What follows belongs to an exercise in optimizing a design on an open flow for a short achievable clock period and few clock cycles; a production flow would make more cautious choices.
Only simulation tests tie the RTL to the original design; equivalence was not proved.
No activity file was given, so power comes from the tool's default toggle rates.

[flow/config.mk]
export PLATFORM = sky130hd
export DESIGN_NAME = riscv_pipelined_processor
export DESIGN_NICKNAME = riscv_pipelined_processor
export VERILOG_FILES = /design/flow/design.v
export SDC_FILE = /design/flow/constraint.sdc
export NUM_CORES = 8
export LEC_CHECK = 0
export CAP_MARGIN = 20
export CORE_MARGIN = 2
export CORE_UTILIZATION = 40
export SLEW_MARGIN = 20
[flow/constraint.sdc]
create_clock -name core_clock -period 18.0 [get_ports {clk}]
set_input_delay 3.6000 -clock core_clock [delete_from_list [all_inputs] [get_ports {clk}]]
set_output_delay 3.6000 -clock core_clock [all_outputs]
set_load 0.01 [all_outputs]
[flow/design.v]
module rv_csa_stage #(
	parameter int N = 3,
	parameter int NO = (N / 3) * 2 + (N % 3)
)(
	input  logic [N*32-1:0]  i,
	output logic [NO*32-1:0] o
);
	for (genvar g = 0; g < N / 3; g++) begin : grp
		wire [31:0] x = i[(3*g)*32 +: 32];
		wire [31:0] y = i[(3*g+1)*32 +: 32];
		wire [31:0] z = i[(3*g+2)*32 +: 32];
		wire [31:0] mj = (x & y) | (x & z) | (y & z);
		assign o[(2*g)*32 +: 32] = x ^ y ^ z;
		assign o[(2*g+1)*32 +: 32] = {mj[30:0], 1'b0};
	end
	for (genvar r = 0; r < N % 3; r++) begin : pass
		assign o[((N/3)*2 + r)*32 +: 32] = i[((N/3)*3 + r)*32 +: 32];
	end
endmodule
module rv_add #(
	parameter int W = 32
)(
	input  logic [W-1:0] a, b,
	input  logic         ci,
	output logic [W-1:0] s,
	output logic         co
);
	localparam int L = $clog2(W);
	logic [L:0][W-1:0] g, p;
	wire [W-1:0] x = a ^ b;
	assign g[0] = (a & b) | {{(W-1){1'b0}}, x[0] & ci};
	assign p[0] = x;
	for (genvar l = 0; l < L; l++) begin : lvl
		for (genvar i = 0; i < W; i++) begin : bit_
			if (i >= (1 << l)) begin : m
				assign g[l+1][i] = g[l][i] | (p[l][i] & g[l][i - (1 << l)]);
				assign p[l+1][i] = p[l][i] & p[l][i - (1 << l)];
			end else begin : c
				assign g[l+1][i] = g[l][i];
				assign p[l+1][i] = p[l][i];
			end
		end
	end
	assign s = x ^ {g[L][W-2:0], ci};
	assign co = g[L][W-1];
endmodule
module riscv_pipelined_processor #(
	parameter REG_WIDTH = 32,
	parameter REG_COUNT = 32,
	parameter NUM_MEM_LOCS = 256,
	parameter NUM_INST = 128,
	parameter ALU_SEL_WIDTH = 4,
	parameter CTRL_SIZE = 21,
	parameter REG_BITS = $clog2(REG_COUNT)
)(
	input logic clk, rstn,
	output logic [REG_WIDTH-1:0] x5, x6, x11,
	output logic [31:0] imem_addr,
	input logic [31:0] imem_rdata,
	output logic retire_valid,
	output logic [REG_BITS-1:0] retire_rd,
	output logic [REG_WIDTH-1:0] retire_data
);
	localparam logic [6:0] OP_LUI = 7'b0110111, OP_AUIPC = 7'b0010111, OP_JAL = 7'b1101111,
		OP_JALR = 7'b1100111, OP_BR = 7'b1100011, OP_LD = 7'b0000011, OP_ST = 7'b0100011,
		OP_OPI = 7'b0010011, OP_OP = 7'b0110011;
	logic [31:0] pc, npc;
	logic [31:0]       btb_v;
	logic [31:0][4:0]  btb_tag;
	logic [31:0][11:2] btb_tgt;    
	logic [31:0][1:0]  btb_ctr;
	logic [31:0]       btb_bok, btb_bz1;
	logic [31:0][4:0]  btb_brs;
	logic [31:0][2:0]  btb_bf3;
	logic [15:0]       ft_v;
	logic [15:0][5:0]  ft_tag;
	logic [15:0][11:2] ft_tgt;
	logic [15:0][1:0]  ft_ctr;
	logic [15:0][4:0]  ft_rs1, ft_rs2;
	logic [15:0][2:0]  ft_f3;
	logic [15:0][1:0]  ft_mode;
	logic [15:0][12:0] ft_k;
	logic        fu_we;                  
	logic [3:0]  fu_idx;
	logic [5:0]  fu_tag;
	logic [11:2] fu_tgt;
	logic [1:0]  fu_ctr, fu_mode;
	logic [4:0]  fu_rs1, fu_rs2;
	logic [2:0]  fu_f3;
	logic [12:0] fu_k;
	logic        fc_we, fc_tk;           
	logic [3:0]  fc_idx;
	logic [5:0]  fc_tag;
	logic        fd_v, fd_pt, fd_hit, fd_fold, fd_gpt;
	logic [31:0] fd_ir, fd_pc, fd_pnpc, fd_gtgt;
	logic [1:0]  fd_ctr;
	logic [4:0]  fd_grs1, fd_grs2;
	logic [2:0]  fd_gf3;
	logic        d_redir;
	logic [31:0] d_pnpc;
	logic        de_hit;
	logic [1:0]  de_ctr;
	logic        de_v, de_pt_r, de_we_r, de_st_r, de_br_r, de_jal_r, de_jalr_r, de_mul_r;
	wire         de_pt = de_v & de_pt_r, de_we = de_v & de_we_r, de_st = de_v & de_st_r;
	wire         de_br = de_v & de_br_r, de_jal = de_v & de_jal_r, de_jalr = de_v & de_jalr_r;
	wire         de_mul = de_v & de_mul_r;
	logic        de_sub;
	logic        de_mfa1, de_mfa2, de_mfb1, de_mfb2;
	logic        de_s_add, de_s_slt, de_s_xor, de_s_or, de_s_and, de_s_sll, de_s_sr, de_s_ld;
	logic        de_s_imm, de_s_pcimm, de_s_pc4;
	logic        de_sra, de_unsl;
	logic [2:0]  de_f3;
	logic [4:0]  de_rd, de_rs1, de_rs2;
	logic [31:0] de_pc, de_pnpc, de_imm;
	logic [31:0] de_aval, de_sval;
	logic        de_fa0, de_fb0, de_fbi, de_fs0, de_mfa0, de_mfb0;
	logic [7:0]  de_base;
	logic        de_fa1, de_fa2, de_fb1, de_fb2, de_fs1, de_fs2;
	logic        de_fb, de_addi;         
	logic [2:0]  de_gf3;
	logic [31:0] de_gva, de_gvb, de_gtgt;
	logic        de_gpt;
	logic        de_ga1, de_ga2, de_ga0, de_gb1, de_gb2, de_gb0, de_gdepa, de_gdepb;
	logic        em_we, em_mul, em_v, em_ctl, em_fb, em_addi;
	logic [31:0] em_pc4, em_gnt, em_gva, em_gvb, em_gtgt;
	logic        em_gpt;
	logic [11:2] em_pc;
	logic [11:0] em_imm;
	logic [2:0]  em_gf3;
	logic        em_gdepa, em_gdepb, em_lo;
	logic        m_redir;
	logic [4:0]  em_rd;
	logic [31:0] em_res;
	logic [5*32-1:0] em_rows;
	logic [31:0] m_res;
	logic        mw_we;
	logic [4:0]  mw_rd;
	logic [31:0] mw_res;
	logic [31:1][31:0] rf;
	logic [31:1]       rf_v;
	logic [31:0]       x5_q, x6_q, x11_q;
	logic [63:0][31:0] dmem;
	logic [63:0]       dmem_v;
	logic        bu_we, bu_tgt_we;
	logic [4:0]  bu_idx, bu_tag;
	logic [1:0]  bu_ctr;
	logic [11:2] bu_tgt;
	logic        bu_bok, bu_bz1;
	logic [4:0]  bu_brs;
	logic [2:0]  bu_bf3;
	logic [6:2] idx_q;
	always_ff @(posedge clk) idx_q <= npc[6:2];
	wire [4:0]  f_idx  = idx_q[6:2];
	wire        f_hit  = btb_v[f_idx] && (btb_tag[f_idx] == pc[11:7]);
	wire [1:0]  f_ctr  = btb_ctr[f_idx];
	wire        f_pt   = f_hit & f_ctr[1];
	logic [31:0] f_pc4;
	rv_add #(.W(30)) add_fpc4 (.a(pc[31:2]), .b(30'd0), .ci(1'b1), .s(f_pc4[31:2]), .co());
	assign f_pc4[1:0] = pc[1:0];
	assign imem_addr = pc;
	wire [31:0] ir = fd_ir;
	logic [31:0] d_pc4;
	rv_add #(.W(30)) add_dpc4 (.a(fd_pc[31:2]), .b(30'd0), .ci(1'b1), .s(d_pc4[31:2]), .co());
	assign d_pc4[1:0] = fd_pc[1:0];
	wire [6:0]  f_op = ir[6:0];
	wire [2:0]  f_f3 = ir[14:12];
	wire [4:0]  f_rd = ir[11:7], f_rs1 = ir[19:15], f_rs2 = ir[24:20];
	wire f_lui = f_op == OP_LUI, f_auipc = f_op == OP_AUIPC, f_jal = f_op == OP_JAL;
	wire f_jalr = f_op == OP_JALR, f_br = f_op == OP_BR, f_ld = f_op == OP_LD;
	wire f_st = f_op == OP_ST, f_opi = f_op == OP_OPI, f_opr = f_op == OP_OP;
	wire f_alu = f_opi | f_opr;
	wire f_mul = f_opr & (f_f3 == 3'b111) & ir[30];
	wire f_use1 = f_jalr | f_br | f_ld | f_st | f_alu;
	wire f_use2 = f_br | f_st | f_opr;
	wire f_wr = (f_lui | f_auipc | f_jal | f_jalr | f_ld | f_alu) & (f_rd != 5'd0);
	wire [31:0] imm_i = {{20{ir[31]}}, ir[31:20]};
	wire [31:0] imm_s = {{20{ir[31]}}, ir[31:25], ir[11:7]};
	wire [31:0] imm_b = {{19{ir[31]}}, ir[31], ir[7], ir[30:25], ir[11:8], 1'b0};
	wire [31:0] imm_u = {ir[31:12], 12'b0};
	wire [31:0] imm_j = {{11{ir[31]}}, ir[31], ir[19:12], ir[20], ir[30:21], 1'b0};
	wire [31:0] f_imm = f_br ? imm_b : f_jal ? imm_j : (f_lui | f_auipc) ? imm_u : f_st ? imm_s : imm_i;
	wire [31:0] rf_r1 = (f_rs1 == 5'd0) ? 32'd0 : (rf[f_rs1] & {32{rf_v[f_rs1]}});
	wire [31:0] rf_r2 = (f_rs2 == 5'd0) ? 32'd0 : (rf[f_rs2] & {32{rf_v[f_rs2]}});
	wire [31:0] f_rv1 = rf_r1;
	wire [31:0] f_rv2 = rf_r2;
	wire stall = fd_v & ((de_mul & ((f_use1 & (de_rd == f_rs1)) | (f_use2 & (de_rd == f_rs2)))) |
	             ((f_ld | f_st) & de_we & (de_rd == f_rs1)) |
	             (fd_fold & f_noctl & de_mul & ((de_rd == fd_grs1) | (de_rd == fd_grs2))));
	wire [7:0] f_base = (em_we && em_rd == f_rs1) ? m_res[7:0] : f_rv1[7:0];
	logic [11:0] f_tj, f_tb;
	rv_add #(.W(12)) add_ftj (.a(fd_pc[11:0]), .b(imm_j[11:0]), .ci(1'b0), .s(f_tj), .co());
	rv_add #(.W(12)) add_ftb (.a(fd_pc[11:0]), .b(imm_b[11:0]), .ci(1'b0), .s(f_tb), .co());
	wire [31:0] f_stgt = {fd_pc[31:12], f_jal ? f_tj : f_tb};
	logic [1:0]       lt_v;
	logic [1:0][4:0]  lt_rd;
	logic [1:0][11:0] lt_val;
	logic             lt_next;
	wire [1:0] lt_hit = {lt_v[1] & (lt_rd[1] == f_rs1), lt_v[0] & (lt_rd[0] == f_rs1)};
	logic [11:0] f_lt0, f_lt1;
	rv_add #(.W(12)) add_flt0 (.a(lt_val[0]), .b(imm_i[11:0]), .ci(1'b0), .s(f_lt0), .co());
	rv_add #(.W(12)) add_flt1 (.a(lt_val[1]), .b(imm_i[11:0]), .ci(1'b0), .s(f_lt1), .co());
	wire f_ltp = f_jalr & (|lt_hit);
	wire [31:0] f_lttgt = {fd_pc[31:12], lt_hit[0] ? f_lt0[11:1] : f_lt1[11:1], 1'b0};
	logic [3:0]       tv_v;
	logic [3:0][4:0]  tv_rd;
	logic [3:0][31:0] tv_val;
	logic [3:0]       tv_sm;       
	logic [1:0]       tv_ptr;
	logic             de_tvact, de_tvw;
	logic [4:0]       de_tvrd;
	logic [31:0]      de_tvbase, de_tvimm, e_tvsum;
	rv_add #(.W(32)) add_etv (.a(de_tvbase), .b(de_tvimm), .ci(1'b0), .s(e_tvsum), .co());
	wire  tv_pend = de_v & de_tvact;
	logic [3:0] tv_z, tv_n;
	for (genvar k = 0; k < 4; k++) begin : tvf
		assign tv_z[k] = (tv_val[k] == 32'd0);
		assign tv_n[k] = tv_val[k][31];
	end
	wire tv_pz = ((de_tvbase ^ de_tvimm) == {(de_tvbase[30:0] | de_tvimm[30:0]), 1'b0});
	wire tv_pn = e_tvsum[31];
	wire        f_p1 = tv_pend & (de_tvrd == f_rs1);
	logic [3:0] f_h1;
	for (genvar k = 0; k < 4; k++) begin : tvh
		assign f_h1[k] = !f_p1 & tv_v[k] & (tv_rd[k] == f_rs1);
	end
	wire f_k1 = (f_rs1 == 5'd0) | (f_p1 & de_tvw) | (|f_h1);
	wire [31:0] f_v1 = ({32{f_p1}} & e_tvsum) | ({32{f_h1[0]}} & tv_val[0]) | ({32{f_h1[1]}} & tv_val[1]) |
	                   ({32{f_h1[2]}} & tv_val[2]) | ({32{f_h1[3]}} & tv_val[3]);
	wire       b_z1 = (f_rs1 == 5'd0);
	wire [4:0] b_rs = b_z1 ? f_rs2 : f_rs1;
	wire [2:0] b_f3 = f_f3;
	wire       b_p = tv_pend & (de_tvrd == b_rs);
	logic [3:0] b_h;
	for (genvar k = 0; k < 4; k++) begin : tvb
		assign b_h[k] = !b_p & tv_v[k] & (tv_rd[k] == b_rs);
	end
	wire b_k = (b_p & de_tvw) | (|b_h);
	wire b_z = (b_p & tv_pz) | (|(b_h & tv_z));
	wire b_n = (b_p & tv_pn) | (|(b_h & tv_n));
	logic b_tk;
	always_comb begin
		if (!b_z1)
			case (b_f3)
				3'b000: b_tk = b_z;
				3'b001: b_tk = !b_z;
				3'b100: b_tk = b_n;
				3'b101: b_tk = !b_n;
				3'b110: b_tk = 1'b0;
				default: b_tk = 1'b1;
			endcase
		else
			case (b_f3)
				3'b000: b_tk = b_z;
				3'b001: b_tk = !b_z;
				3'b100: b_tk = !b_n & !b_z;
				3'b101: b_tk = b_n | b_z;
				3'b110: b_tk = !b_z;
				default: b_tk = b_z;
			endcase
	end
	wire f_bdec = f_br & (b_z1 ^ (f_rs2 == 5'd0)) & b_k;
	wire [3:0]  g_idx = idx_q[5:2];
	wire        g_hit = ft_v[g_idx] && (ft_tag[g_idx] == pc[11:6]) && (pc[31:12] == 20'd0);
	wire [4:0]  g_rs1 = ft_rs1[g_idx], g_rs2 = ft_rs2[g_idx];
	wire [2:0]  g_f3 = ft_f3[g_idx];
	wire [1:0]  g_mode = ft_mode[g_idx];
	wire        g_z1 = (g_rs1 == 5'd0);
	wire [4:0]  g_r = g_z1 ? g_rs2 : g_rs1;
	wire        g_p = tv_pend & (de_tvrd == g_r);
	logic [3:0] g_h;
	for (genvar k = 0; k < 4; k++) begin : tvg
		assign g_h[k] = !g_p & tv_v[k] & (tv_rd[k] == g_r);
	end
	wire g_dw = fd_v & f_wr & (f_rd == g_r);
	wire g_k = !g_p & !g_dw & (|g_h);   
	wire [12:0] g_kc = ft_k[g_idx];
	wire [31:0] g_kv = {{19{g_kc[12]}}, g_kc};
	logic [3:0] g_eqv, g_ltv;
	for (genvar k = 0; k < 4; k++) begin : tvc
		wire [12:0] v = tv_val[k][12:0];
		logic geu;
		rv_add #(.W(13)) add_c (.a(v), .b(~g_kc), .ci(1'b1), .s(), .co(geu));
		assign g_eqv[k] = tv_sm[k] & (v == g_kc);
		assign g_ltv[k] = tv_sm[k] ? ((v[12] ^ g_kc[12]) ? v[12] : ~geu) : tv_val[k][31];
	end
	wire g_eq = |(g_h & g_eqv);
	wire g_lt = |(g_h & g_ltv);
	logic g_tk;
	always_comb begin
		if (!g_z1)
			case (g_f3)
				3'b000: g_tk = g_eq;
				3'b001: g_tk = !g_eq;
				3'b100: g_tk = g_lt;
				3'b101: g_tk = !g_lt;
				3'b110: g_tk = 1'b0;
				default: g_tk = 1'b1;
			endcase
		else
			case (g_f3)
				3'b000: g_tk = g_eq;
				3'b001: g_tk = !g_eq;
				3'b100: g_tk = !g_lt & !g_eq;
				3'b101: g_tk = g_lt | g_eq;
				3'b110: g_tk = !g_eq;
				default: g_tk = g_eq;
			endcase
	end
	wire g_dec = (g_mode != 2'd0) & g_k;
	wire g_fold = g_hit;
	wire g_pt = g_dec ? g_tk : ft_ctr[g_idx][1];           
	wire [31:0] g_tgt = {pc[31:12], ft_tgt[g_idx], 2'b00};
	logic [31:0] f_pc8;
	rv_add #(.W(29)) add_fpc8 (.a(pc[31:3]), .b(29'd0), .ci(1'b1), .s(f_pc8[31:3]), .co());
	assign f_pc8[2:0] = pc[2:0];
	wire f_noctl = !(f_br | f_jal | f_jalr);
	wire [31:0] g_ra = (fd_grs1 == 5'd0) ? 32'd0 : (rf[fd_grs1] & {32{rf_v[fd_grs1]}});
	wire [31:0] g_rb = (fd_grs2 == 5'd0) ? 32'd0 : (rf[fd_grs2] & {32{rf_v[fd_grs2]}});
	wire g_a1 = de_we & (de_rd == fd_grs1), g_a2 = em_we & (em_rd == fd_grs1);
	wire g_b1 = de_we & (de_rd == fd_grs2), g_b2 = em_we & (em_rd == fd_grs2);
	wire f_tvw = f_lui | (f_opi & (f_f3 == 3'b000) & f_k1);
	wire [31:0] p_npc = f_pt ? {pc[31:12], btb_tgt[f_idx], 2'b00} : (!g_fold ? f_pc4 : (g_pt ? g_tgt : f_pc8));
	wire f_bt = f_bdec ? b_tk : (fd_hit ? fd_ctr[1] : ir[31]);
	wire f_jr = f_jalr & (f_ltp | fd_pt);
	wire f_tk = (f_br & f_bt) | f_jal;
	wire f_ptk = f_tk | f_jr;
	wire [31:0] f_jrtgt = f_ltp ? f_lttgt : fd_pnpc;
	wire [31:0] d_tgt = f_jalr ? f_jrtgt : f_stgt;
	assign d_pnpc = f_ptk ? d_tgt : d_pc4;
	wire d_redir_c = (fd_fold & !f_noctl) | (!f_ptk & fd_pt) |
	                 (f_ptk & (!fd_pt | (fd_pnpc[11:1] != d_tgt[11:1])));
	wire [31:0] f_pnpc = d_redir_c ? d_pnpc : fd_pnpc;
	wire f_ptk_e = d_redir_c ? f_ptk : ((fd_pt | fd_fold) & !f_noctl) | (fd_pt & f_noctl);
	wire f_link = f_auipc | f_jal | f_jalr;
	wire [11:0] f_linkval = f_auipc ? fd_pc[11:0] : d_pc4[11:0];
	wire [1:0] lt_same = {lt_v[1] & (lt_rd[1] == f_rd), lt_v[0] & (lt_rd[0] == f_rd)};
	wire lt_w = lt_same[1] ? 1'b1 : lt_same[0] ? 1'b0 : !lt_v[0] ? 1'b0 : !lt_v[1] ? 1'b1 : lt_next;
	always_ff @(posedge clk or negedge rstn) begin
		if (!rstn) lt_next <= 1'b0;
		else if (fd_v && !stall && f_wr && f_link && !lt_same[0] && !lt_same[1] && (&lt_v)) lt_next <= ~lt_next;
	end
	always_ff @(posedge clk or negedge rstn) begin
		if (!rstn) lt_v <= 2'b00;
		else if (e_redir | m_redir) lt_v <= 2'b00;
		else if (fd_v && !stall && f_wr) begin
			if (lt_same[0]) lt_v[0] <= 1'b0;
			if (lt_same[1]) lt_v[1] <= 1'b0;
			if (f_link) lt_v[lt_w] <= 1'b1;
		end
	end
	always_ff @(posedge clk) begin
		if (fd_v && !stall && f_wr && f_link) begin
			lt_rd[lt_w] <= f_rd;
			lt_val[lt_w] <= f_linkval;
		end
	end
	logic [31:0] e_a, e_b, e_sd;
	assign e_a  = ({32{de_fa1}} & em_res) | ({32{de_fa2}} & mw_res) | ({32{de_fa0}} & de_aval);
	assign e_b  = ({32{de_fb1}} & em_res) | ({32{de_fb2}} & mw_res) | ({32{de_fb0}} & de_sval) |
	              ({32{de_fbi}} & de_imm);
	assign e_sd = ({32{de_fs1}} & em_res) | ({32{de_fs2}} & mw_res) | ({32{de_fs0}} & de_sval);
	wire [31:0] e_bx = de_sub ? ~e_b : e_b;
	logic [31:0] e_sum;
	rv_add #(.W(32)) add_e (.a(e_a), .b(e_bx), .ci(de_sub), .s(e_sum), .co());
	logic e_geu;
	rv_add #(.W(32)) add_cmp (.a(e_a), .b(~e_b), .ci(1'b1), .s(), .co(e_geu));
	wire e_ltu = ~e_geu;
	wire e_lt = (e_a[31] ^ e_b[31]) ? e_a[31] : e_ltu;
	wire e_eq = (e_a == e_b);
	wire [31:0] e_sll = e_a << e_b[4:0];
	wire signed [32:0] e_sra_in = {de_sra & e_a[31], e_a};
	wire signed [32:0] e_sr33 = e_sra_in >>> e_b[4:0];
	wire [31:0] e_sr = e_sr33[31:0];
	logic [31:0] e_pc4, e_pcimm;
	rv_add #(.W(30)) add_epc4 (.a(de_pc[31:2]), .b(30'd0), .ci(1'b1), .s(e_pc4[31:2]), .co());
	assign e_pc4[1:0] = de_pc[1:0];
	rv_add #(.W(32)) add_epcimm (.a(de_pc), .b(de_imm), .ci(1'b0), .s(e_pcimm), .co());
	logic [7:0] e_ea;
	rv_add #(.W(8)) add_ea (.a(de_base), .b(de_imm[7:0]), .ci(1'b0), .s(e_ea), .co());
	wire [31:0] e_w  = dmem[e_ea[7:2]] & {32{dmem_v[e_ea[7:2]]}};
	logic [7:0] e_byte;
	always_comb
		case (e_ea[1:0])
			2'd0: e_byte = e_w[7:0];
			2'd1: e_byte = e_w[15:8];
			2'd2: e_byte = e_w[23:16];
			default: e_byte = e_w[31:24];
		endcase
	wire [15:0] e_half = e_ea[1] ? e_w[31:16] : e_w[15:0];
	logic [31:0] e_ld;
	always_comb
		case (de_f3[1:0])
			2'b00: e_ld = {{24{e_byte[7] & ~de_f3[2]}}, e_byte};
			2'b01: e_ld = {{16{e_half[15] & ~de_f3[2]}}, e_half};
			default: e_ld = e_w;
		endcase
	logic [3:0] e_be;
	always_comb
		case (de_f3[1:0])
			2'b00: e_be = 4'b0001 << e_ea[1:0];
			2'b01: e_be = e_ea[1] ? 4'b1100 : 4'b0011;
			default: e_be = 4'b1111;
		endcase
	wire [31:0] e_wd = (de_f3[1:0] == 2'b00) ? {4{e_sd[7:0]}} :
	                   (de_f3[1:0] == 2'b01) ? {2{e_sd[15:0]}} : e_sd;
	wire [31:0] e_res =
		({32{de_s_add}}   & e_sum[31:0]) |
		({32{de_s_slt}}   & {31'd0, de_unsl ? e_ltu : e_lt}) |
		({32{de_s_xor}}   & (e_a ^ e_b)) |
		({32{de_s_or}}    & (e_a | e_b)) |
		({32{de_s_and}}   & (e_a & e_b)) |
		({32{de_s_sll}}   & e_sll) |
		({32{de_s_sr}}    & e_sr) |
		({32{de_s_ld}}    & e_ld) |
		({32{de_s_imm}}   & de_imm) |
		({32{de_s_pcimm}} & e_pcimm) |
		({32{de_s_pc4}}   & e_pc4);
	logic e_cond;
	always_comb
		case (de_f3)
			3'b000: e_cond = e_eq;
			3'b001: e_cond = ~e_eq;
			3'b100: e_cond = e_lt;
			3'b101: e_cond = ~e_lt;
			3'b110: e_cond = e_ltu;
			default: e_cond = ~e_ltu;
		endcase
	wire e_taken = de_jal | de_jalr | (de_br & e_cond);
	wire [31:0] e_jt = {e_sum[31:1], 1'b0};
	wire [31:0] e_tgt = de_jalr ? e_jt : e_pcimm;
	wire [31:0] e_jr = e_a ^ de_imm ^ de_pnpc;
	wire [31:0] e_jc = (e_a & de_imm) | ((e_a ^ de_imm) & ~de_pnpc);
	wire e_jok = (e_jr[1] == (e_a[0] & de_imm[0])) & (e_jr[31:2] == e_jc[30:1]);
	wire e_tok = de_jalr ? e_jok : (e_pcimm == de_pnpc);
	wire e_redir = (e_taken != de_pt) | (e_taken & ~e_tok);
	wire [31:0] e_rtgt = e_taken ? e_tgt : e_pc4;
	wire e_ctl = de_br | de_jal | de_jalr;
	wire [31:0] e_gva = ({32{de_ga1}} & em_res) | ({32{de_ga2}} & mw_res) | ({32{de_ga0}} & de_gva);
	wire [31:0] e_gvb = ({32{de_gb1}} & em_res) | ({32{de_gb2}} & mw_res) | ({32{de_gb0}} & de_gvb);
	logic [31:0] e_gnt;
	rv_add #(.W(30)) add_egnt (.a(de_pc[31:2]), .b(30'd2), .ci(1'b0), .s(e_gnt[31:2]), .co());
	assign e_gnt[1:0] = de_pc[1:0];
	wire [31:0] m_a = ({32{de_mfa1}} & em_res) | ({32{de_mfa2}} & mw_res) | ({32{de_mfa0}} & de_aval);
	wire [31:0] m_b = ({32{de_mfb1}} & em_res) | ({32{de_mfb2}} & mw_res) | ({32{de_mfb0}} & de_sval);
	logic [32*32-1:0] mp0;
	for (genvar j = 0; j < 32; j++) begin : pp
		assign mp0[j*32 +: 32] = m_b[j] ? (m_a << j) : 32'd0;
	end
	logic [22*32-1:0] mp1;
	logic [15*32-1:0] mp2;
	logic [10*32-1:0] mp3;
	logic [7*32-1:0]  mp4;
	logic [5*32-1:0]  mp5;
	rv_csa_stage #(.N(32)) csa1 (.i(mp0), .o(mp1));
	rv_csa_stage #(.N(22)) csa2 (.i(mp1), .o(mp2));
	rv_csa_stage #(.N(15)) csa3 (.i(mp2), .o(mp3));
	rv_csa_stage #(.N(10)) csa4 (.i(mp3), .o(mp4));
	rv_csa_stage #(.N(7))  csa5 (.i(mp4), .o(mp5));
	logic [4*32-1:0] mq1;
	logic [3*32-1:0] mq2;
	logic [2*32-1:0] mq3;
	rv_csa_stage #(.N(5)) csa6 (.i(em_rows), .o(mq1));
	rv_csa_stage #(.N(4)) csa7 (.i(mq1), .o(mq2));
	rv_csa_stage #(.N(3)) csa8 (.i(mq2), .o(mq3));
	logic [31:0] m_prod;
	rv_add #(.W(32)) add_m (.a(mq3[31:0]), .b(mq3[63:32]), .ci(1'b0), .s(m_prod), .co());
	assign m_res = em_mul ? m_prod : em_res;
	wire [31:0] m_ga = em_gdepa ? em_res : em_gva;      
	wire [31:0] m_gb = em_gdepb ? em_res : em_gvb;
	logic m_geu;
	rv_add #(.W(32)) add_mcmp (.a(m_ga), .b(~m_gb), .ci(1'b1), .s(), .co(m_geu));
	wire m_ltu = ~m_geu;
	wire m_lt = (m_ga[31] ^ m_gb[31]) ? m_ga[31] : m_ltu;
	wire m_eq = (m_ga == m_gb);
	logic m_gtk;
	always_comb
		case (em_gf3)
			3'b000: m_gtk = m_eq;
			3'b001: m_gtk = ~m_eq;
			3'b100: m_gtk = m_lt;
			3'b101: m_gtk = ~m_lt;
			3'b110: m_gtk = m_ltu;
			default: m_gtk = ~m_ltu;
		endcase
	assign m_redir = em_fb & (m_gtk != em_gpt);
	wire [31:0] m_rtgt = m_gtk ? em_gtgt : em_gnt;
	always_comb begin
		npc = ({32{m_redir}} & m_rtgt) | ({32{!m_redir & e_redir}} & e_rtgt) |
		      ({32{!m_redir & !e_redir & d_redir}} & d_pnpc) |
		      ({32{!m_redir & !e_redir & !d_redir & stall}} & pc) |
		      ({32{!m_redir & !e_redir & !d_redir & !stall}} & p_npc);
	end
	always_ff @(posedge clk or negedge rstn) begin
		if (!rstn) pc <= 32'd0;
		else pc <= npc;
	end
	wire f_issue = fd_v & !m_redir & !e_redir & !stall;
	assign d_redir = fd_v & !stall & d_redir_c;
	always_ff @(posedge clk or negedge rstn) begin
		if (!rstn) fd_v <= 1'b0;
		else if (m_redir | e_redir | d_redir) fd_v <= 1'b0;
		else if (!stall) fd_v <= 1'b1;
	end
	always_ff @(posedge clk) begin
		if (!stall) begin
			fd_ir <= imem_rdata;
			fd_pc <= pc;
			fd_pt <= f_pt;
			fd_pnpc <= p_npc;
			fd_hit <= f_hit;
			fd_ctr <= f_ctr;
			fd_fold <= g_fold & !f_pt;
			fd_gpt <= g_pt;
			fd_gtgt <= g_tgt;
			fd_grs1 <= g_rs1;
			fd_grs2 <= g_rs2;
			fd_gf3 <= g_f3;
		end
	end
	wire f_a1 = de_we & (de_rd == f_rs1), f_a2 = em_we & (em_rd == f_rs1);
	wire f_b1 = de_we & (de_rd == f_rs2), f_b2 = em_we & (em_rd == f_rs2);
	wire f_breg = f_opr | f_br;         
	always_ff @(posedge clk or negedge rstn) begin
		if (!rstn) begin
			de_v <= 1'b0;
			de_fb <= 1'b0;
		end else begin
			de_v <= f_issue;
			de_fb <= f_issue & fd_fold & f_noctl;
		end
	end
	always_ff @(posedge clk) begin
		de_pt_r   <= f_ptk_e;
		de_we_r   <= f_wr;
		de_st_r   <= f_st;
		de_br_r   <= f_br;
		de_jal_r  <= f_jal;
		de_jalr_r <= f_jalr;
		de_mul_r  <= f_mul & f_wr;
		de_pnpc  <= f_pnpc;
		de_tvact <= f_wr;
		de_tvw   <= f_tvw;
		de_tvrd  <= f_rd;
		de_tvbase <= f_lui ? 32'd0 : f_v1;
		de_tvimm <= f_lui ? imm_u : imm_i;
		de_hit   <= fd_hit;
		de_ctr   <= fd_ctr;
		de_rd    <= f_rd;
		de_rs1   <= f_rs1;
		de_rs2   <= f_rs2;
		de_f3    <= f_f3;
		de_pc    <= fd_pc;
		de_imm   <= f_imm;
		de_sub   <= f_opr & (f_f3 == 3'b000) & ir[30];
		de_unsl  <= f_f3[0];
		de_sra   <= ir[30];
		de_s_add <= f_alu & (f_f3 == 3'b000);
		de_s_slt <= f_alu & (f_f3[2:1] == 2'b01);
		de_s_xor <= f_alu & (f_f3 == 3'b100);
		de_s_or  <= f_alu & (f_f3 == 3'b110);
		de_s_and <= f_alu & (f_f3 == 3'b111) & !f_mul;
		de_s_sll <= f_alu & (f_f3 == 3'b001);
		de_s_sr  <= f_alu & (f_f3 == 3'b101);
		de_s_ld  <= f_ld;
		de_s_imm <= f_lui;
		de_s_pcimm <= f_auipc;
		de_s_pc4 <= f_jal | f_jalr;
		de_aval  <= f_rv1;
		de_sval  <= f_rv2;
		de_base  <= f_base;
		de_fa1   <= f_a1;
		de_fa2   <= !f_a1 & f_a2;
		de_fa0   <= !f_a1 & !f_a2;
		de_fb1   <= f_breg & f_b1;
		de_fb2   <= f_breg & !f_b1 & f_b2;
		de_fb0   <= f_breg & !f_b1 & !f_b2;
		de_fbi   <= !f_breg;
		de_fs1   <= f_b1;
		de_fs2   <= !f_b1 & f_b2;
		de_fs0   <= !f_b1 & !f_b2;
		de_mfa1  <= f_mul & f_a1;
		de_mfa2  <= f_mul & !f_a1 & f_a2;
		de_mfa0  <= f_mul & !f_a1 & !f_a2;
		de_mfb1  <= f_mul & f_b1;
		de_mfb2  <= f_mul & !f_b1 & f_b2;
		de_mfb0  <= f_mul & !f_b1 & !f_b2;
		de_addi  <= f_opi & (f_f3 == 3'b000) & (f_rs1 == f_rd);
		de_gf3   <= fd_gf3;
		de_gpt   <= fd_gpt;
		de_gtgt  <= fd_gtgt;
		de_gva   <= g_ra;
		de_gvb   <= g_rb;
		de_ga1   <= g_a1;
		de_ga2   <= !g_a1 & g_a2;
		de_ga0   <= !g_a1 & !g_a2;
		de_gb1   <= g_b1;
		de_gb2   <= !g_b1 & g_b2;
		de_gb0   <= !g_b1 & !g_b2;
		de_gdepa <= f_wr & (f_rd == fd_grs1);
		de_gdepb <= f_wr & (f_rd == fd_grs2);
	end
	always_ff @(posedge clk or negedge rstn) begin
		if (!rstn) begin
			em_we <= 1'b0; em_mul <= 1'b0; em_v <= 1'b0; em_fb <= 1'b0;
		end else begin
			em_we <= de_we & !m_redir;
			em_mul <= de_mul & !m_redir;
			em_v <= de_v & !m_redir;
			em_fb <= de_fb & !m_redir;
		end
	end
	always_ff @(posedge clk) begin
		em_ctl <= e_ctl;
		em_addi <= de_addi;
		em_pc <= de_pc[11:2];
		em_lo <= (de_pc[31:12] == 20'd0);
		em_pc4 <= e_pc4;
		em_imm <= de_imm[11:0];
		em_gnt <= e_gnt;
		em_gva <= e_gva;
		em_gvb <= e_gvb;
		em_gf3 <= de_gf3;
		em_gpt <= de_gpt;
		em_gtgt <= de_gtgt;
		em_gdepa <= de_gdepa;
		em_gdepb <= de_gdepb;
		em_rd <= de_rd;
		em_res <= e_res;
		em_rows <= mp5;
	end
	always_ff @(posedge clk or negedge rstn) begin
		if (!rstn) mw_we <= 1'b0;
		else mw_we <= em_we;
	end
	always_ff @(posedge clk) begin
		mw_rd <= em_rd;
		mw_res <= m_res;
	end
	logic [4:0]  rt_rd;
	logic [31:0] rt_data;
	always_ff @(posedge clk) begin
		rt_rd <= em_we ? em_rd : 5'd0;
		rt_data <= em_we ? m_res : 32'd0;
	end
	assign retire_valid = mw_we;
	assign retire_rd = rt_rd;
	assign retire_data = rt_data;
	for (genvar r = 1; r < 32; r++) begin : regs
		always_ff @(posedge clk) begin
			if (em_we && em_rd == r) rf[r] <= m_res;
		end
		always_ff @(posedge clk or negedge rstn) begin
			if (!rstn) rf_v[r] <= 1'b0;
			else if (em_we && em_rd == r) rf_v[r] <= 1'b1;
		end
	end
	always_ff @(posedge clk or negedge rstn) begin
		if (!rstn) begin
			x5_q <= 32'd0; x6_q <= 32'd0; x11_q <= 32'd0;
		end else if (mw_we) begin
			if (mw_rd == 5'd5) x5_q <= mw_res;
			if (mw_rd == 5'd6) x6_q <= mw_res;
			if (mw_rd == 5'd11) x11_q <= mw_res;
		end
	end
	assign x5 = x5_q;
	assign x6 = x6_q;
	assign x11 = x11_q;
	wire e_stw_v = dmem_v[e_ea[7:2]];
	for (genvar w = 0; w < 64; w++) begin : words
		wire sel = de_st && !m_redir && e_ea[7:2] == w;
		for (genvar k = 0; k < 4; k++) begin : bytes
			always_ff @(posedge clk) begin
				if (sel && (e_be[k] || !dmem_v[w])) dmem[w][8*k +: 8] <= e_be[k] ? e_wd[8*k +: 8] : 8'd0;
			end
		end
		always_ff @(posedge clk or negedge rstn) begin
			if (!rstn) dmem_v[w] <= 1'b0;
			else if (sel) dmem_v[w] <= 1'b1;
		end
	end
	logic [3:0] tv_m;
	for (genvar k = 0; k < 4; k++) begin : tvm
		assign tv_m[k] = tv_v[k] & (tv_rd[k] == de_tvrd);
	end
	logic [3:0] tv_free;
	always_comb begin
		if (!tv_v[0]) tv_free = 4'b0001;
		else if (!tv_v[1]) tv_free = 4'b0010;
		else if (!tv_v[2]) tv_free = 4'b0100;
		else if (!tv_v[3]) tv_free = 4'b1000;
		else tv_free = 4'b0001 << tv_ptr;
	end
	wire [3:0] tv_wsel = (|tv_m) ? tv_m : tv_free;
	always_ff @(posedge clk or negedge rstn) begin
		if (!rstn) begin
			tv_v <= 4'b0000;
			tv_ptr <= 2'd0;
		end else if (tv_pend && !m_redir) begin
			if (de_tvw) begin
				tv_v <= tv_v | tv_wsel;
				if (!(|tv_m) && (&tv_v)) tv_ptr <= tv_ptr + 2'd1;
			end else tv_v <= tv_v & ~tv_m;
		end
	end
	for (genvar k = 0; k < 4; k++) begin : tvw
		always_ff @(posedge clk) begin
			if (tv_pend && !m_redir && de_tvw && tv_wsel[k]) begin
				tv_rd[k] <= de_tvrd;
				tv_val[k] <= e_tvsum;
				tv_sm[k] <= (e_tvsum[31:12] == 20'd0) | (e_tvsum[31:12] == 20'hfffff);
			end
		end
	end
	always_ff @(posedge clk or negedge rstn) begin
		if (!rstn) bu_we <= 1'b0;
		else bu_we <= e_ctl & (de_hit | e_taken) & !m_redir;
	end
	always_ff @(posedge clk) begin
		bu_idx <= de_pc[6:2];
		bu_tag <= de_pc[11:7];
		bu_tgt_we <= e_taken;
		bu_tgt <= e_tgt[11:2];
		bu_bok <= de_br & ((de_rs1 == 5'd0) ^ (de_rs2 == 5'd0));
		bu_bz1 <= (de_rs1 == 5'd0);
		bu_brs <= (de_rs1 == 5'd0) ? de_rs2 : de_rs1;
		bu_bf3 <= de_f3;
		if (!de_hit) bu_ctr <= 2'b10;
		else if (e_taken) bu_ctr <= (de_ctr == 2'b11) ? 2'b11 : de_ctr + 2'b01;
		else bu_ctr <= (de_ctr == 2'b00) ? 2'b00 : de_ctr - 2'b01;
	end
	for (genvar n = 0; n < 32; n++) begin : btb
		always_ff @(posedge clk or negedge rstn) begin
			if (!rstn) begin
				btb_v[n] <= 1'b0;
				btb_bok[n] <= 1'b0;
			end else if (bu_we && bu_idx == n) begin
				btb_v[n] <= 1'b1;
				btb_bok[n] <= bu_bok;
			end
		end
		always_ff @(posedge clk) begin
			if (bu_we && bu_idx == n) begin
				btb_tag[n] <= bu_tag;
				btb_ctr[n] <= bu_ctr;
				btb_bz1[n] <= bu_bz1;
				btb_brs[n] <= bu_brs;
				btb_bf3[n] <= bu_bf3;
				if (bu_tgt_we) btb_tgt[n] <= bu_tgt;
			end
		end
	end
	wire e_foldable = de_br | (de_jal & !de_we_r);
	wire [4:0] e_fr = (de_rs1 == 5'd0) ? de_rs2 : de_rs1;
	wire e_frx0 = de_br & ((de_rs1 == 5'd0) ^ (de_rs2 == 5'd0));
	wire e_pwr = em_we & (em_rd == e_fr);
	wire e_pmul = em_mul & ((em_rd == de_rs1) | (em_rd == de_rs2));
	wire [1:0] fu_mode_n = !e_frx0 ? 2'd0 : !e_pwr ? 2'd1 : (em_addi ? 2'd2 : 2'd0);
	always_ff @(posedge clk or negedge rstn) begin
		if (!rstn) begin
			fu_we <= 1'b0;
			fc_we <= 1'b0;
		end else begin
			fu_we <= e_foldable & em_v & !em_ctl & !em_fb & !e_pmul & (em_pc4 == de_pc) & !m_redir &
			         em_lo & (e_tgt[31:12] == 20'd0);
			fc_we <= em_fb;
		end
	end
	always_ff @(posedge clk) begin
		fu_idx <= em_pc[5:2];
		fu_tag <= em_pc[11:6];
		fu_tgt <= e_tgt[11:2];
		fu_ctr <= !de_br ? 2'b11 : (e_taken ? 2'b10 : 2'b01);
		fu_rs1 <= de_br ? de_rs1 : 5'd0;
		fu_rs2 <= de_br ? de_rs2 : 5'd0;
		fu_f3 <= de_br ? de_f3 : 3'b000;
		fu_mode <= fu_mode_n;
		fu_k <= (fu_mode_n == 2'd2) ? -{em_imm[11], em_imm} : 13'd0;
		fc_idx <= em_pc[5:2];
		fc_tag <= em_pc[11:6];
		fc_tk <= m_gtk;
	end
	for (genvar n = 0; n < 16; n++) begin : ft
		always_ff @(posedge clk or negedge rstn) begin
			if (!rstn) ft_v[n] <= 1'b0;
			else if (fu_we && fu_idx == n) ft_v[n] <= 1'b1;
		end
		always_ff @(posedge clk) begin
			if (fu_we && fu_idx == n) begin
				ft_tag[n] <= fu_tag;
				ft_tgt[n] <= fu_tgt;
				ft_ctr[n] <= fu_ctr;
				ft_rs1[n] <= fu_rs1;
				ft_rs2[n] <= fu_rs2;
				ft_f3[n] <= fu_f3;
				ft_mode[n] <= fu_mode;
				ft_k[n] <= fu_k;
			end else if (fc_we && fc_idx == n && ft_v[n] && ft_tag[n] == fc_tag) begin
				if (fc_tk) ft_ctr[n] <= (ft_ctr[n] == 2'b11) ? 2'b11 : ft_ctr[n] + 2'b01;
				else ft_ctr[n] <= (ft_ctr[n] == 2'b00) ? 2'b00 : ft_ctr[n] - 2'b01;
			end
		end
	end
endmodule
[flow/flow/run.sh]
#!/bin/bash
# The standard ORFS flow, unchanged, except that timing repair aims for 13 ns of
# setup slack instead of 0 (the clock, its period and the I/O constraints are untouched).
set -euo pipefail
bash standard.sh SETUP_SLACK_MARGIN=13 finish > flow.log 2>&1
[flow/standard.sh]
#!/bin/bash
# synth_recipe.tcl (not shown) runs the flow's synth.tcl, then flattens the netlist and writes it again
# the make line also repeats each setting of config.mk as NAME=value (left out here)
make -C /OpenROAD-flow-scripts/flow DESIGN_CONFIG=/design/flow/config.mk WORK_HOME=/design/flow/orfs CLKGATE_MAP_FILE= SYNTH_SCRIPT=/design/flow/synth_recipe.tcl "${@:-finish}"
==> run summary <==
[placed cells by master (no fill, tap or decap), drive strengths merged, types with 322 or more instances in the layout]
| master | synthesis | layout |
|---|---|---|
| ha | 479 | 479 |
| buf | 404 | 1538 |
| nand2 | 1361 | 1363 |
| inv | 722 | 749 |
| fa | 452 | 452 |
| a211oi | 322 | 322 |
| xnor2 | 444 | 444 |
| a21oi | 819 | 820 |
| dfxtp | 818 | 818 |
| clkbuf | 922 | 823 |
| mux4 | 1982 | 1982 |
| mux2i | 494 | 494 |
| nor2 | 1086 | 1086 |
| edfxtp | 4631 | 4631 |
[cells in the mapped netlist, drive strengths merged, types with 291 or more instances]
cell type	number
edfxtp	4631
inv	722
dfxtp	818
o21ai	297
a21oi	819
clkbuf	922
nor2	1086
mux2i	494
a211oi	322
xnor2	444
buf	404
xor2	296
mux4	1982
nand2	1361
dfrtp	291
ha	479
fa	452
[per-stage QoR]
step                      instances  util (%)
final                         29860      47.8
after global routing          29787      47.7
after CTS                     29512      47.1
after detailed placement      27674      42.2
after global placement        27664      42.2
after floorplan               18890         -
[power by group]
group | internal (mW) | switching (mW) | leakage, nW | total (mW)
combinational | 4.69 | 7.80 | 55.1 | 12.5
sequential | 15.0 | 0.585 | 52.3 | 15.5
clock | 7.23 | 5.66 | 9.90 | 12.9
[cells by family (layout without fill, tap and decap cells)]
kind of cell	Yosys count	count (layout)	synth area share (%)
muxes	2709	2721	18.5
xor gates and xnor gates	751	751	2.39
DFF	5740	5740	57.7
buffers and inverters	2053	3529	2.86
and+or+nand+nor	3947	3949	6.49
adders and majority gates	954	954	5.41
AOI/OAI and AO/OA	2736	2738	6.66
other	0	178	0
[worst register-to-register path, cell delays in order (launching register included)]
cell       delay, ns
dfxtp_4         0.41
buf_16          0.18
buf_16          0.16
mux4_2          0.51
mux4_2          0.57
clkinv_4        0.12
ha_4            0.21
nor2b_4         0.12
o21a_1          0.16
o21a_1          0.17
o21bai_1        0.14
a31oi_1         0.11
o211a_1         0.23
o21ai_2         0.13
a21oi_2         0.09
o2111ai_2       0.25
a211oi_2        0.15
o32ai_4         0.52
o31ai_4         0.19
or4_1           0.50
a41o_1          0.27
a221o_1         0.40
[final cells by class]
class	count	area share [%]
clock inverter	334	1.15
antenna	178	0.133
clock buffer	808	4.96
multi-input combinational	11113	35.3
tap	9300	3.46
timing repair buffer	1660	5.60
inverter	727	0.825
sequential	5740	48.5
[worst max path at each step]
stage / slack (ns) / cells past startpoint / start / end
after global placement: 10.42 / 19 / de_imm[2]$_DFF_P_ / em_res[17]$_DFF_P_
after global routing: 12.18 / 19 / idx_q[2]$_DFF_P_ / pc[2]$_DFF_PN0_
after detailed placement: 10.41 / 19 / de_imm[2]$_DFF_P_ / em_res[17]$_DFF_P_
final: 12.27 / 21 / idx_q[2]$_DFF_P_ / pc[2]$_DFF_PN0_
after floorplan: 11.60 / 33 / idx_q[2]$_DFF_P_ / pc[5]$_DFF_PN0_
after CTS: 12.43 / 1 / x5_q[30]$_DFFE_PN0P_ / x5[30]
[state kept, by name, indices dropped and copies added, names as in the netlist, 48 cells and up, named ones only]
| register | count |
|---|---|
| ft_f3 | 48 |
| btb_tgt | 320 |
| rf | 992 |
| btb_ctr | 64 |
| dmem_v | 64 |
| ft_tgt | 160 |
| em_rows | 86 |
| btb_tag | 160 |
| ft_rs1 | 80 |
| ft_tag | 96 |
| tv_val | 128 |
| ft_k | 208 |
| dmem | 2048 |
| ft_rs2 | 80 |
[routing by layer]
metal / vias to the layer above / GRT usage (%) / part of all wire (%)
met5: - / 0.507 / 0.10
met4: 52 / 18.3 / 7.6
met3: 3149 / 9.17 / 12
met2: 13922 / 44.4 / 43
met1: 98481 / 39.1 / 37
li1: 75641 / - / -
[what timing repair did]
action / CTS / global route
gates cloned: 98 / 16
resized for setup: 2131 / 443
setup buffers: 598 / 143
endpoints found under the setup margin: 3032 / 2459
pin swaps: 179 / 202
==> metrics.yaml <==
synth.yosys.seq_area_share_pct: 57.7
overflow: 0
rsz0062_at_grt: "yes"
ff2ff_setup_slack_ns: 12.27
antenna_found_initial: 120
synth_flop_cell: "edfxtp_1"
setup_tns_ns: 0
cp.required_ns: 19.03
cap_violations: 1
fillerInstances: 59354
cts_tree: "built"
cts-hold-fix-buffers: 0
slew_viol_final: 5
clock_latency_ns: 1.20
relSlewSlack_pct: -2.68
rows: 308
hp-start: "de_gtgt[6]$_DFF_P_"
wl_um: 1110000
whs_path_depth: 0
grt_max_degree: 121
power.total_mw: 40.9
io_pins: 200
setup_viol: 0
place_congestion: 1.02
critPathBufInv: 3
yosysTopAreaCell: "edfxtp_1"
ir_drop_v: 0.000198
start_kind: "register"
hp-class: "register to register"
synthDistinctLibCells: 117
fin_ws_ns: 12.27
wl_per_cell_um: 37.2
cts_buffers: 616
status: "complete, but fails checks"
worstPathMaxFanout: 6
vias_per_cell: 6.40
criticalPathCategory: "register to register"
via_count: 191245
cp_cell_sequence: "buf_16 -> buf_16 -> mux4_2 -> mux4_2 -> clkinv_4 -> ha_4 -> nor2b_4 -> o21a_1 -> o21a_1 -> o21bai_1 -> a31oi_1 -> o211a_1 -> o21ai_2 -> a21oi_2 -> o2111ai_2 -> a211oi_2 -> o32ai_4 -> o31ai_4 -> or4_1 -> a41o_1 -> a221o_1"
netlist_area_um2: 282000
r2r-end: "pc[2]$_DFF_PN0_"
hpwlAfterDp_um: 701000
r2r-start: "idx_q[2]$_DFF_P_"
synth_edf_count: 4631
hold_viol: 0
first_pass_iters: 23
ys_seq_elements: 5740
timing.fmax_mhz: 175
clkTransAtPathRegs_ns: 0.07
ff_latch_area_um2: 163000
start_util_pct: 40.1
synth_fp_nets: 19855
grt_usage_pct: 30.1
drc: 0
postSynth.asyncResetShare_pct: 5.07
critPathSlowestCell: "mux4_2"
tightestPinTransition_ns: 1.53
clock-sinks: 5740
port_buffers: 199
fp.dieH_um: 844
whs_endpoint: "em_gtgt[6]$_DFF_P_"
yosys_warnings: 1
grt_pass1_wl_um: 1510000
syn_to_final_growth_pct: 19.0
endpoint_kind: "register"
grt_pass1_vias: 184177
drive_gt1_share_pct: 30.0
multi_input_area_um2: 119000
pre_cts_slack_ns: 10.41
post-route-period-util_pct: 31.8
h-tree-depth: 6
cts-root-buf: "clkbuf_16"
cp.arrival_ns: 6.76
cts.path.max_buffers: 4
period_needed_ns: 5.73
dpl-instance-area_um2: 297000
design.die.area_um2: 712000
ant_nets: 0
cp_top_family: "compound AO/OA/AOI/OAI gates"
die_w_um: 844
p_leak_nw: 117
fin_skew_ns: 0.175
syn_inst: 18890
synth_top_area_share_pct: 49.3
power_density_nw_per_um2: 122
nets: 20823
core_area_um2: 703000
rr_worst_depth: 21
violations: "max-capacitance violations, max-slew violations"
ys_top_cells_by_area: "edfxtp_1 49%, mux4_2 16%, dfxtp_1 5.8%, fa_1 3.2%, dfrtp_1 2.6%"
syn_area_per_cell_um2: 14.9
final_area_um2: 336000
cpPeakStageDelay_ns: 0.57
fin_worst_hold_slack_ns: 0.318
drt_iter0_markers: 30114
Testbench counts, summed over its fixed seeds: cycles 113,343.

## static timing again, ports no longer ideal
How much do the figures lean on ideal ports? The routed layout below was timed once more, with nothing changed but the port constraints.
Step 1 assumes that a clkbuf_16 drives the clock port and a buf_2 every other input.
Step 2, shift: input delay + t, output delay - t, t = (earliest + latest rising clock arrival at the registers) / 2. This alone moves slack from input paths to output paths.
a / b / c = ideal / step 1 / step 2; a / b = the first two.
t, ns: 1.261
setup slack, ns: 12.271 / 12.271 / 12.069
hold WS [ns]: 0.318 / 0.318 / 0.318
The setup slack of this run moves by 0.000 ns with the drivers and by -0.202 ns with both steps. The worst setup slack also covers recovery checks on asynchronous resets.
